What follows belongs to an exercise in optimizing a design on an open flow for small area, a short achievable clock period and few clock cycles; a production flow would make more cautious choices.
In this exercise RTL edits were held to simulation tests only and were not proved equivalent to the original.
Power and IR drop assume default switching activity.

==> flow/design.v (outline; a module is shown in full before it is edited, if it fits) <==
// module LASER: 2740 lines
module LASER (
    input        CLK,
    input        RST,
    input  [3:0] X,
    input  [3:0] Y,
    output [3:0] C1X,
    output [3:0] C1Y,
    output [3:0] C2X,
    output [3:0] C2Y,
    output       DONE
);
  // ...
==> flow/run.sh <==
#!/bin/bash
# synth_recipe.tcl (not shown) runs the flow's synth.tcl, then flattens the netlist and writes it again
# the make line also repeats each setting of config.mk as NAME=value (left out here)
make -C /OpenROAD-flow-scripts/flow DESIGN_CONFIG=/design/flow/config.mk WORK_HOME=/design/flow/orfs CLKGATE_MAP_FILE= SYNTH_SCRIPT=/design/flow/synth_recipe.tcl finish
==> flow/config.mk <==
export PLATFORM = sky130hd
export DESIGN_NAME = LASER
export DESIGN_NICKNAME = LASER
export VERILOG_FILES = /design/flow/design.v
export SDC_FILE = /design/flow/constraint.sdc
export NUM_CORES = 4
export LEC_CHECK = 0
export CAP_MARGIN = 20
export CORE_MARGIN = 2
export CORE_UTILIZATION = 40
export SETUP_SLACK_MARGIN = 3.5
export SLEW_MARGIN = 20
==> flow/constraint.sdc <==
create_clock -name core_clock -period 8.0 [get_ports {CLK}]
set_input_delay 1.6000 -clock core_clock [delete_from_list [all_inputs] [get_ports {CLK}]]
set_output_delay 1.6000 -clock core_clock [all_outputs]
set_load 0.01 [all_outputs]
==> results.txt, run 1 <==
most common library cell in the layout ignoring fill and taps inv_1; crit-path max FO 7; core area 200,000 sq um; nets@finish 10.4k; hpwl dp 274 mm; Comb power 5.58 mW; antenna violations before repair 26; Synth Area in Compound Gates 25.4%; combinational share of power 33.8%; FFs & Latches 885; Area growth syn-to-layout 7.48%; number of global-route vias before repair 73.9k; status timing/DRC/antenna clean; area of the multi-input gates 56,300 sq um; CP Data Arrival Time 5.43 ns; WL met3 47.4 mm; CTS root buf clkbuf_16; adder-cell area share of the yosys netlist 19.7%; Required @ worst endpoint 8.55 ns; final non-filler cell total 12.3k; routing usage on met1 46.8%; Buffers on Ports 26; global-route wire length before repair 528 mm; highest routed layer met5; Power Internal 10.3 mW; GRT Util Overall 35.1%; CP Capture Type register; Slew Viols, Final 0; XOR/XNOR share of the synthesized area 2.33%; CLK BUF 132; WL met2 150 mm; multiplexer share of the synthesized area 2.56%; # rows 164; tap cell count 2,656; total grt overflow 0; Sequential Power Share 34.5%; reg-to-reg endpoint gy[2]; Largest Pwr Group registers; Hold Path Sink py[7][0]; Synth Instances 10.0k; # fillers 19.8k
Testbench counts, summed over its fixed seeds: cycles 16,723.
==> run 2, diff against run 1 <==
--- a/flow/design.v
+++ b/flow/design.v
@@ -184,33 +184,17 @@
         ftab[6] = (rb == 4'd11) | (rb == 4'd14) | (rb == 4'd15);
         ftab[7] = (rb == 4'd15);
         ftab[8] = (rb == 4'd12);
         ftab[9] = (rb == 4'd8) | (rb == 4'd12) | (rb == 4'd13);
         ftab[10] = (rb == 4'd4) | (rb == 4'd8) | (rb == 4'd9) | (rb == 4'd12) | (rb == 4'd13) | (rb == 4'd14);
         ftab[11] = (rb == 4'd4) | (rb == 4'd5) | (rb == 4'd8) | (rb == 4'd9) | (rb == 4'd10) | (rb == 4'd12) | (rb == 4'd13) | (rb == 4'd14) | (rb == 4'd15);
     end
 endfunction
-wire [15:0] mxo;
-assign mxo[0] = ~gx[3] & ~gx[2] & ~gx[1] & ~gx[0];
-assign mxo[1] = ~gx[3] & ~gx[2] & ~gx[1] & gx[0];
-assign mxo[2] = ~gx[3] & ~gx[2] & gx[1] & ~gx[0];
-assign mxo[3] = ~gx[3] & ~gx[2] & gx[1] & gx[0];
-assign mxo[4] = ~gx[3] & gx[2] & ~gx[1] & ~gx[0];
-assign mxo[5] = ~gx[3] & gx[2] & ~gx[1] & gx[0];
-assign mxo[6] = ~gx[3] & gx[2] & gx[1] & ~gx[0];
-assign mxo[7] = ~gx[3] & gx[2] & gx[1] & gx[0];
-assign mxo[8] = gx[3] & ~gx[2] & ~gx[1] & ~gx[0];
-assign mxo[9] = gx[3] & ~gx[2] & ~gx[1] & gx[0];
-assign mxo[10] = gx[3] & ~gx[2] & gx[1] & ~gx[0];
-assign mxo[11] = gx[3] & ~gx[2] & gx[1] & gx[0];
-assign mxo[12] = gx[3] & gx[2] & ~gx[1] & ~gx[0];
-assign mxo[13] = gx[3] & gx[2] & ~gx[1] & gx[0];
-assign mxo[14] = gx[3] & gx[2] & gx[1] & ~gx[0];
-assign mxo[15] = gx[3] & gx[2] & gx[1] & gx[0];
+reg  [15:0] mxo;      
 wire e0 = pk[0];
 wire [3:0] A0 = {e0 & px[0][3] & px[0][2], e0 & px[0][3] & ~px[0][2], e0 & ~px[0][3] & px[0][2], e0 & ~px[0][3] & ~px[0][2]};
 wire [11:0] F0 = ftab({pr[0], px[0][1:0]});
 wire m0_0 = A0[0] & F0[0] | A0[1] & F0[8];
 wire m0_1 = A0[0] & F0[1] | A0[1] & F0[9];
 wire m0_2 = A0[0] & F0[2] | A0[1] & F0[10];
 wire m0_3 = A0[0] & F0[3] | A0[1] & F0[11];
 wire m0_4 = A0[1] & F0[0] | A0[0] & F0[4] | A0[2] & F0[8];
@@ -2491,75 +2475,84 @@
     col15_61r <= col15_51;
     col15_62r <= col15_48;
     col15_63r <= col15_50;
     col15_64r <= col15_52;
     col15_65r <= col15_53;
     col15_66r <= col15_42;
     col15_67r <= col15_54;
 end
-reg [5:0] cnt_r [0:15];
-always @(posedge CLK) begin
-    cnt_r[0] <= col0;
-    cnt_r[1] <= col1;
-    cnt_r[2] <= col2;
-    cnt_r[3] <= col3;
-    cnt_r[4] <= col4;
-    cnt_r[5] <= col5;
-    cnt_r[6] <= col6;
-    cnt_r[7] <= col7;
-    cnt_r[8] <= col8;
-    cnt_r[9] <= col9;
-    cnt_r[10] <= col10;
-    cnt_r[11] <= col11;
-    cnt_r[12] <= col12;
-    cnt_r[13] <= col13;
-    cnt_r[14] <= col14;
-    cnt_r[15] <= col15;
-end
+reg  [4:0] rowC;       
 reg  [4:0] rowA;       
 reg  [4:0] rowB;       
 reg        mact;       
 reg        mfst;       
 reg        lmrg;       
+wire oddC = rowC[0];
 wire oddA = rowA[0];
 wire oddB = rowB[0];
+wire [5:0] cs [0:15];
 reg  [5:0] l1c [0:7];  reg [0:0] l1x [0:7];
+reg  [5:0] q1c [0:7];  reg [0:0] q1x [0:7];
 reg  [5:0] l2c [0:3];  reg [1:0] l2x [0:3];
-reg  [5:0] q2c [0:3];  reg [1:0] q2x [0:3];
 reg  [5:0] l3c [0:1];  reg [2:0] l3x [0:1];
+reg  [5:0] q3c [0:1];  reg [2:0] q3x [0:1];
 reg  [5:0] rc;         reg [3:0] rx;
 reg        t1, t2, t3, t4;
+assign cs[0] = col0;
+assign cs[1] = col1;
+assign cs[2] = col2;
+assign cs[3] = col3;
+assign cs[4] = col4;
+assign cs[5] = col5;
+assign cs[6] = col6;
+assign cs[7] = col7;
+assign cs[8] = col8;
+assign cs[9] = col9;
+assign cs[10] = col10;
+assign cs[11] = col11;
+assign cs[12] = col12;
+assign cs[13] = col13;
+assign cs[14] = col14;
+assign cs[15] = col15;
 always @(*) begin
     for (i = 0; i < 8; i = i + 1) begin
-        t1 = oddA ? (cnt_r[2*i+1] > cnt_r[2*i]) : (cnt_r[2*i+1] >= cnt_r[2*i]);
-        l1c[i] = t1 ? cnt_r[2*i+1] : cnt_r[2*i];
+        t1 = oddC ? (cs[2*i+1] > cs[2*i]) : (cs[2*i+1] >= cs[2*i]);
+        l1c[i] = t1 ? cs[2*i+1] : cs[2*i];
         l1x[i] = t1;
     end
-    for (i = 0; i < 4; i = i + 1) begin
-        t2 = oddA ? (l1c[2*i+1] > l1c[2*i]) : (l1c[2*i+1] >= l1c[2*i]);
-        l2c[i] = t2 ? l1c[2*i+1] : l1c[2*i];
-        l2x[i] = t2 ? {1'b1, l1x[2*i+1]} : {1'b0, l1x[2*i]};
-    end
 end
 always @(posedge CLK) begin
-    for (i = 0; i < 4; i = i + 1) begin
-        q2c[i] <= l2c[i];
-        q2x[i] <= l2x[i];
+    for (i = 0; i < 8; i = i + 1) begin
+        q1c[i] <= l1c[i];
+        q1x[i] <= l1x[i];
     end
 end
 always @(*) begin
+    for (i = 0; i < 4; i = i + 1) begin
+        t2 = oddA ? (q1c[2*i+1] > q1c[2*i]) : (q1c[2*i+1] >= q1c[2*i]);
+        l2c[i] = t2 ? q1c[2*i+1] : q1c[2*i];
+        l2x[i] = t2 ? {1'b1, q1x[2*i+1]} : {1'b0, q1x[2*i]};
+    end
     for (i = 0; i < 2; i = i + 1) begin
-        t3 = oddB ? (q2c[2*i+1] > q2c[2*i]) : (q2c[2*i+1] >= q2c[2*i]);
-        l3c[i] = t3 ? q2c[2*i+1] : q2c[2*i];
-        l3x[i] = t3 ? {1'b1, q2x[2*i+1]} : {1'b0, q2x[2*i]};
+        t3 = oddA ? (l2c[2*i+1] > l2c[2*i]) : (l2c[2*i+1] >= l2c[2*i]);
+        l3c[i] = t3 ? l2c[2*i+1] : l2c[2*i];
+        l3x[i] = t3 ? {1'b1, l2x[2*i+1]} : {1'b0, l2x[2*i]};
     end
-    t4 = oddB ? (l3c[1] > l3c[0]) : (l3c[1] >= l3c[0]);
-    rc = t4 ? l3c[1] : l3c[0];
-    rx = t4 ? {1'b1, l3x[1]} : {1'b0, l3x[0]};
+end
+always @(posedge CLK) begin
+    for (i = 0; i < 2; i = i + 1) begin
+        q3c[i] <= l3c[i];
+        q3x[i] <= l3x[i];
+    end
+end
+always @(*) begin
+    t4 = oddB ? (q3c[1] > q3c[0]) : (q3c[1] >= q3c[0]);
+    rc = t4 ? q3c[1] : q3c[0];
+    rx = t4 ? {1'b1, q3x[1]} : {1'b0, q3x[0]};
 end
 wire mwin = mact && (mfst || rc >= best);
 reg        run_nx, rd_nx, prev_nx, done_nx;
 reg  [4:0] ph_nx;
 always @(*) begin
     run_nx  = 1'b0;
     rd_nx   = 1'b0;
     prev_nx = 1'b0;
@@ -2582,22 +2575,24 @@
             end
         end
         default: ;
     endcase
 end
 wire nrow = run_nx && !rd_nx;
 always @(posedge CLK or posedge RST) begin
     if (RST) begin
+        rowC <= 5'd0;
         rowA <= 5'd0;
         rowB <= 5'd0;
         mact <= 1'b0;
         mfst <= 1'b0;
         lmrg <= 1'b0;
     end else begin
+        rowC <= (ph_nx >= 5'd2) ? ph_nx - 5'd2 : ph_nx + 5'd15;
         rowA <= (ph_nx >= 5'd3) ? ph_nx - 5'd3 : ph_nx + 5'd14;
         rowB <= (ph_nx >= 5'd4) ? ph_nx - 5'd4 : ph_nx + 5'd13;
         mact <= nrow && (ph_nx >= 5'd4 || (prev_nx && ph_nx <= 5'd2));
         mfst <= nrow && ph_nx == 5'd4;
         lmrg <= nrow && ph_nx == 5'd15;
     end
 end
 wire [3:0] mx_d = mwin ? rx : mx;
@@ -2725,16 +2720,18 @@
     end
     if (mwin) begin
         best <= rc;
         mx   <= rx;
         my   <= rowB[3:0];
     end
     cy <= rd_nx ? my : lmrg ? my_d : ph_nx[3:0];
     if (rd_nx) begin
-        gx <= mx;
-        gy <= my;
+        gx  <= mx;
+        gy  <= my;
+        mxo <= 16'd1 << mx;
     end else if (lmrg) begin
-        gx <= mx_d;
-        gy <= my_d;
+        gx  <= mx_d;
+        gy  <= my_d;
+        mxo <= 16'd1 << mx_d;
     end
 end
 endmodule
==> results.txt, run 2 <==
I/O pins 27 (unchanged); # rows 166 (was 164); CP cell instances o21ai_0 -> a221oi_1 -> a21oi_1 -> nor2b_1 -> fa_1 -> fa_1 -> fa_1 (was inv_1 -> ha_1 -> nand2b_1 -> nand3_1 -> a21o_1 -> a21oi_4 -> buf_4 -> nor2_1 -> a21oi_2 -> ha_1 -> and3_4 -> a32oi_4 -> mux2i_2 -> ha_1 -> a21o_1 -> a21o_1 -> a211oi_2 -> nor3b_4 -> buf_12 -> mux2_2 -> mux2_2); number of flops mapped to enable cells by yosys 30 (was 14); post-DR wirelength/cell 29.3 um (was 30.3 um); async set or reset register ratio after synthesis 3.18% (was 2.94%); clk_skew 0.0606 ns (was 0.0668 ns); Hold Path Stages 0 (unchanged); DIE HEIGHT 457 um (was 452 um); final instance area 87,500 sq um (was 86,400 sq um); R2R depth 7 (was 21); CTS sink count 848 (was 885); Synth Instances 10.5k (was 10.0k); number of global-route vias before repair 76.2k (was 73.9k); largest net degree at the start of global routing 63 (was 52); LEAKAGE 35.3 nW (was 34.7 nW); number of library cell types mapped by synthesis 106 (was 113); antenna violations before repair 25 (was 26); post-synthesis net count 11.4k (was 10.9k); share of layout cells above drive strength 1 5.29% (was 5.60%); CP Data Arrival Time 5.03 ns (was 5.43 ns); nets@finish 10.8k (was 10.4k); Peak supply drop 0.201 mV (was 0.217 mV); Pwr Density 196 nW/um^2 (was 191 nW/um^2); cell with the most instances after synthesis inv_1 (unchanged); hold path startpoint py[2][3] (was py[6][0]); Avg Cell Area, Syn 7.80 sq um (was 8.03 sq um); Yosys top cell area share 19.3% (was 21.0%); reg-to-reg endpoint col9_55r (was gy[2]); Worst-path clk slew 0.06 ns (about the same); crit-path max FO 28 (was 7); Die W 457 um (was 452 um); total grt overflow 0 (unchanged); CP max-delay cell dfxtp_1 (was a32oi_4); # hold bufs at CTS 0 (unchanged); Slew Viols, Final 0 (unchanged); DRT iter0 DRCs 14.2k (was 13.6k); initial cell density of the core 40.1% (was 40.2%); Crit. Startpoint pr[13][1] (was q2c[1][0]); area leader, netlist dfxtp_1 (unchanged); Final Wtd Congestion 1.06 (about the same); core area 204,000 sq um (was 200,000 sq um); Max Buffers Root-to-Sink 3 (unchanged); power after layout 17.2 mW (was 16.5 mW); H-tree levels 3 (unchanged); Hold Fails Final Rpt 0 (unchanged); global-route wire length before repair 535 mm (was 528 mm); most common library cell in the layout ignoring fill and taps inv_1 (unchanged); Syn Std Cell Area 81,900 sq um (was 80,400 sq um); Main synth FF type dfxtp_1 (unchanged); Seq/Total Area, Yosys 21.3% (was 22.4%); total wire length 374 mm (was 372 mm); CTS root buf clkbuf_16 (unchanged); most frequent cells in the layout 946 x inv_1, 875 x nand2_1, 789 x dfxtp_1 (was 921 x inv_1, 837 x dfxtp_1, 749 x nand2_1); synth cell count leaders 954 x inv_1, 875 x nand2_1, 791 x dfxtp_1, 782 x o21ai_0, 713 x a21oi_1 (was 925 x inv_1, 845 x dfxtp_1, 750 x nand2_1, 650 x o21ai_0, 630 x nor2_1); vias per cell 6.48 (was 6.51); R2R Path Start pr[13][1] (was q2c[1][0]); main area contributors after synthesis dfxtp_1 19%, fa_1 14%, ha_1 4.8%, o21ai_0 4.8%, inv_1 4.4% (was dfxtp_1 21%, fa_1 14%, ha_1 4.9%, inv_1 4.3%, o21ai_0 4.0%); relative slew slack 17.6% (about the same); DRC violations left 0 (unchanged); setup repair after global routing missed its margin no (was yes); Area growth syn-to-layout 6.84% (was 7.48%); ANT nets after route 0 (unchanged); type of origin of the critical path register (unchanged); CP Capture Type register (unchanged); Setup-failing EPs final 0 (unchanged); Clk Latency, worst-skew pair 0.81 ns (was 0.82 ns); setup ws final 3.62 ns (was 3.12 ns); Tmin final 4.38 ns (was 4.88 ns); Max Freq 0.228 GHz (was 0.205 GHz); status timing/DRC/antenna clean (unchanged); die area 208,000 sq um (was 205,000 sq um); setup TNS 0 ns (unchanged); min-delay worst type register to register (unchanged); slowest stage delay, CP 0.98 ns (was 0.38 ns); CTS Buf Count 107 (was 106); Buffers on Ports 26 (unchanged); area of placed instances 83,600 sq um (was 82,200 sq um); Final Cycle Share 54.8% (was 61.0%); first-pass detailed-route iteration total 15 (was 9); hpwl dp 276 mm (was 274 mm); Vias 82.6k (was 80.1k); Required @ worst endpoint 8.65 ns (was 8.55 ns); GRT Util Overall 34.5% (was 35.1%); DP Worst Slack 3.65 ns (was 2.30 ns); reg2reg setup slack 3.62 ns (was 3.12 ns); setup bufs post-CTS 0 (was 22); Seq cells post-synth 848 (was 885); Crit Path Class register to register (unchanged); CTS tree built (unchanged); Slew @ Worst Pin 1.23 ns (about the same); Hold Path Sink py[3][3] (was py[7][0]); Crit path top cell by count fa_1; synth warn 16 (was 15); max-cap viol count 0 (unchanged)
[run 2: cells by family (layout without fill, tap and decap cells)]
family                     after synthesis  count (layout)  share of synthesized area, %
AOI/OAI and AO/OA                     3285            3285                          26.6
xor gates and xnor gates               226             226                          2.42
adders and majority gates              912             912                          18.9
buffers and inverters                 1787            1351                          8.32
DFF                                    848             848                          21.3
muxes                                  216             216                          2.71
other                                    0               9                             0
and+or+nand+nor                       3223            3223                          19.8
[run 2: report_power, final]
part | total, mW | switching, mW | internal [mW]
Sequential | 5.52 | 0.708 | 4.82
Clock | 5.35 | 2.24 | 3.12
Combinational | 6.32 | 3.75 | 2.57
[run 2: worst max-delay path by stage]
stage	endpoint
2_1_floorplan	gy[1]
4_1_cts	pr[13][0]
6_report	col9_55r
3_3_place_gp	pr[17][0]
5_1_grt	col8_55r
3_5_place_dp	pr[13][0]
[run 2: critical path, delay by kind of cell (launching register included)]
kind / cells / cell delay (ns)
and+or+nand+nor: 1 / 0.20
AOI/OAI and AO/OA: 3 / 1.26
adders and majority gates: 3 / 1.83
DFF: 1 / 0.98
[run 2: area by class of cell]
cell class / count / area [sq um]
multi-input combinational: 7862 / 57800
fill: 20400 / 117000
antenna: 9 / 22.5
clock buffer: 141 / 3060
inverter: 970 / 3640
tap: 2688 / 3360
clock inverter: 62 / 835
timing repair buffer: 178 / 1410
sequential: 848 / 17400
[run 2: per-stage QoR]
stage / hold WS [ns] / util [%] / std cells
2_1_floorplan: 0.326 / - / 10500
3_3_place_gp: 0.347 / 40.9 / 12500
3_5_place_dp: 0.345 / 40.9 / 12500
4_1_cts: 0.354 / 42.9 / 12700
5_1_grt: 0.352 / 42.9 / 12800
6_report: 0.343 / 42.9 / 12800
[run 2: repair_timing]
action                                  CTS  global route
gates resized for setup                   0             4
endpoints found under the setup margin    0            19
hold endpoints to repair                  0             0
[run 2: layer usage]
metal / up-vias / part of all wire (%) / GRT usage (%)
met5: - / 0.073 / 0.459
met4: 22 / 7.0 / 20.6
met3: 1152 / 12 / 8.87
met2: 5459 / 41 / 49.8
met1: 39800 / 40 / 46.2
li1: 36200 / - / -
Testbench counts of run 2, summed over its fixed seeds: cycles 16,723.
==> run 3, diff against run 2 <==
--- a/flow/config.mk
+++ b/flow/config.mk
@@ -8,5 +8,5 @@
 export CAP_MARGIN = 20
 export CORE_MARGIN = 2
-export CORE_UTILIZATION = 40
+export CORE_UTILIZATION = 55
 export SETUP_SLACK_MARGIN = 3.5
 export SLEW_MARGIN = 20
==> results.txt, run 3 <==
status timing/DRC/antenna clean (unchanged); I/O pins 27 (unchanged); Final Wtd Congestion 1.09 (was 1.06); reg2reg setup slack 3.65 ns (was 3.62 ns); number of global-route vias before repair 76.0k (was 76.2k); slowest stage delay, CP 1.06 ns (was 0.98 ns); largest net degree at the start of global routing 67 (was 63); combinational share of power 37.4% (was 36.7%); hold path startpoint py[12][0] (was py[2][3]); CP Capture Type register (unchanged); initial cell density of the core 55.4% (was 40.1%); Required @ worst endpoint 8.59 ns (was 8.65 ns); antenna violations before repair 22 (was 25); CP max-delay cell dfxtp_1 (unchanged); crit-path max FO 26 (was 28); Setup-failing EPs final 0 (unchanged); ANT nets after route 0 (unchanged); Slew Viols, Final 0 (unchanged); Crit Path Class register to register (unchanged); Hold Path Stages 0 (unchanged); P_sw 6.57 mW (was 6.70 mW); Buffers on Ports 26 (unchanged); number of library cell types mapped by synthesis 106 (unchanged); CTS root buf clkbuf_16 (unchanged); Tmin final 4.35 ns (was 4.38 ns); Hold Path Sink py[13][0] (was py[3][3]); core area 148,000 sq um (was 204,000 sq um); Synth Instances 10.5k (unchanged); Avg Cell Area, Syn 7.80 sq um (unchanged); Peak supply drop 0.193 mV (was 0.201 mV); DIE HEIGHT 390 um (was 457 um); die area 152,000 sq um (was 208,000 sq um); LEAKAGE 35.1 nW (was 35.3 nW); most frequent cells in the layout 946 x inv_1, 875 x nand2_1, 787 x dfxtp_1 (was 946 x inv_1, 875 x nand2_1, 789 x dfxtp_1); R2R Path Start pr[33][0] (was pr[13][1]); CTS sink count 848 (unchanged); Crit path top cell by count fa_1 (unchanged); vias per cell 6.98 (was 6.48); nets@finish 10.8k (about the same); min-delay worst type register to register (unchanged); post-DR wirelength/cell 30.0 um (was 29.3 um); placed cell count 11.8k (was 12.5k); Die W 390 um (was 457 um); Sequential Power Share 32.9% (was 32.1%); reg-to-reg endpoint col6_58r (was col9_55r); cell with the most instances after synthesis inv_1 (unchanged); relative slew slack 15.9% (was 17.6%); CTS Buf Count 101 (was 107); synth warn 16 (unchanged); Hold Fails Final Rpt 0 (unchanged); GRT Util Overall 45.9% (was 34.5%); area leader, netlist dfxtp_1 (unchanged); setup repair after global routing missed its margin no (unchanged); # rows 141 (was 166); type of origin of the critical path register (unchanged); synth cell count leaders 954 x inv_1, 875 x nand2_1, 791 x dfxtp_1, 782 x o21ai_0, 713 x a21oi_1 (unchanged); post-synthesis net count 11.4k (unchanged); Pwr Density 196 nW/um^2 (about the same); number of flops mapped to enable cells by yosys 30 (unchanged); setup TNS 0 ns (unchanged); Vias 83.7k (was 82.6k); R2R depth 7 (unchanged); DRC violations left 0 (unchanged); DRT iter0 DRCs 14.2k (about the same); Final Cycle Share 54.4% (was 54.8%); CP cell instances or2_0 -> and2_1 -> o221ai_1 -> o21ai_0 -> fa_1 -> fa_1 -> fa_1 (was o21ai_0 -> a221oi_1 -> a21oi_1 -> nor2b_1 -> fa_1 -> fa_1 -> fa_1); global-route wire length before repair 516 mm (was 535 mm); Area growth syn-to-layout 5.21% (was 6.84%); async set or reset register ratio after synthesis 3.18% (unchanged); Syn Std Cell Area 81,900 sq um (unchanged); CTS tree built (unchanged); first-pass detailed-route iteration total 10 (was 15); total wire length 360 mm (was 374 mm); H-tree levels 3 (unchanged); Main synth FF type dfxtp_1 (unchanged); main area contributors after synthesis dfxtp_1 19%, fa_1 14%, ha_1 4.8%, o21ai_0 4.8%, inv_1 4.4% (unchanged); Worst-path clk slew 0.06 ns (about the same); Clk Latency, worst-skew pair 0.76 ns (was 0.81 ns); max-cap viol count 0 (unchanged); final non-filler cell total 12.0k (was 12.8k); total grt overflow 0 (unchanged); power after layout 16.9 mW (was 17.2 mW); Yosys top cell area share 19.3% (unchanged); clk_skew 0.0377 ns (was 0.0606 ns); Seq/Total Area, Yosys 21.3% (unchanged); Slew @ Worst Pin 1.26 ns (was 1.23 ns); CP Data Arrival Time 4.94 ns (was 5.03 ns); Clk pwr share 29.8% (was 31.1%); share of layout cells above drive strength 1 5.01% (was 5.29%); hpwl dp 264 mm (was 276 mm); Power Internal 10.3 mW (was 10.5 mW); Max Freq 0.230 GHz (was 0.228 GHz); Sw Ratio 39.0% (was 38.9%); # hold bufs at CTS 0 (unchanged); most common library cell in the layout ignoring fill and taps inv_1 (unchanged); Seq cells post-synth 848 (unchanged); Max Buffers Root-to-Sink 3 (unchanged)
-- run 3: cells by family (layout without fill, tap and decap cells) --
| logic type | count (synthesis) | after routing | synth area share (%) |
|---|---|---|---|
| simple gates | 3223 | 3223 | 19.8 |
| xor+xnor | 226 | 226 | 2.42 |
| mux | 216 | 216 | 2.71 |
| compound gates | 3285 | 3285 | 26.6 |
| flops | 848 | 848 | 21.3 |
| fa+ha+maj | 912 | 912 | 18.9 |
| other cells | 0 | 27 | 0 |
| buf+inv | 1787 | 1321 | 8.32 |
-- run 3: repair_timing --
| action | 4_1_cts | 5_1_grt |
|---|---|---|
| setup endpoints to repair | 113 | 5 |
| setup buffers | 2 | 0 |
| gates cloned | 0 | 0 |
| resized for setup | 0 | 4 |
-- run 3: metrics by stage --
stage / setup slack (ns) / utilization (%) / hold slack (ns) / instance area, sq um
floorplan: 3.62 / - / 0.326 / 81900
global placement: 2.99 / 55.8 / 0.342 / 82500
detailed placement: 2.87 / 55.8 / 0.343 / 82500
CTS: 3.71 / 58.2 / 0.356 / 86100
global route: 3.52 / 58.3 / 0.361 / 86100
finish: 3.65 / 58.3 / 0.356 / 86200
-- run 3: worst max path at each step --
| stage | from | endpoint | slack [ns] | cells past startpoint |
|---|---|---|---|---|
| finish | pr[33][0] | col6_58r | 3.65 | 7 |
| global route | q3c[0][3] | cy[0] | 3.52 | 17 |
| CTS | q3c[0][3] | cy[0] | 3.71 | 17 |
| detailed placement | cy[0] | pr[4][0] | 2.87 | 13 |
| global placement | cy[0] | pr[21][0] | 2.99 | 13 |
| floorplan | q3c[0][3] | gy[1] | 3.62 | 18 |
-- run 3: power by group through the flow --
stage,registers (mW),clock network (mW),logic [mW]
after detailed placement,5.59,0,6.07
after global placement,5.59,0,5.95
after CTS,5.50,5.04,6.11
after floorplan,5.08,0,4.85
final,5.54,5.02,6.30
after global routing,5.58,5.21,6.94
-- run 3: per-layer routing --
layer	wire (um)	GRT usage [%]	vias to the layer above
li1	-	-	36200
met1	136000	60.3	39700
met2	143000	63.2	6332
met3	52600	15.5	1477
met4	28600	30.8	21
met5	216	0	-
-- run 3: cell type report --
type                       instances  area, sq um
fill                           13600        61600
multi-input combinational       7862        57800
sequential                       848        17400
inverter                         970         3640
clock buffer                     133         2850
tap                             1930         2410
timing repair buffer             163         1320
clock inverter                    55          692
antenna                           27         67.6
-- run 3: worst max-delay path, delay by kind of cell (launching register included) --
family	cells	cell delay (ns)
AO/OA/AOI/OAI	2	0.71
adder cells (fa/ha/maj)	3	1.73
flip-flops	1	1.06
AND/OR/NAND/NOR	2	0.68

afterwards: timing with drivers on the ports:
How much do the figures lean on ideal ports? The routed layouts below were timed once more, with nothing changed but the port constraints.
Step 1 assumes that a clkbuf_16 drives the clock port and a buf_2 every other input.
Step 2 also shifts input and output timing later by t, the mid clock arrival at the registers, as if the neighbouring blocks saw the same clock.
Three values: no drivers, after step 1, after step 2; two values: the first two.
run	t (ns)	setup WS [ns]	hold slack, ns	worst slew at a driven data input, ns
run 1	0.865	3.121 / 3.121 / 3.121	0.356 / 0.356 / 0.356	0.04
run 2	0.865	3.618 / 3.618 / 3.618	0.343 / 0.343 / 0.343	0.07
run 3	0.824	3.650 / 3.650 / 3.650	0.356 / 0.356 / 0.356	0.12
After both steps setup and hold are still met in every run listed.
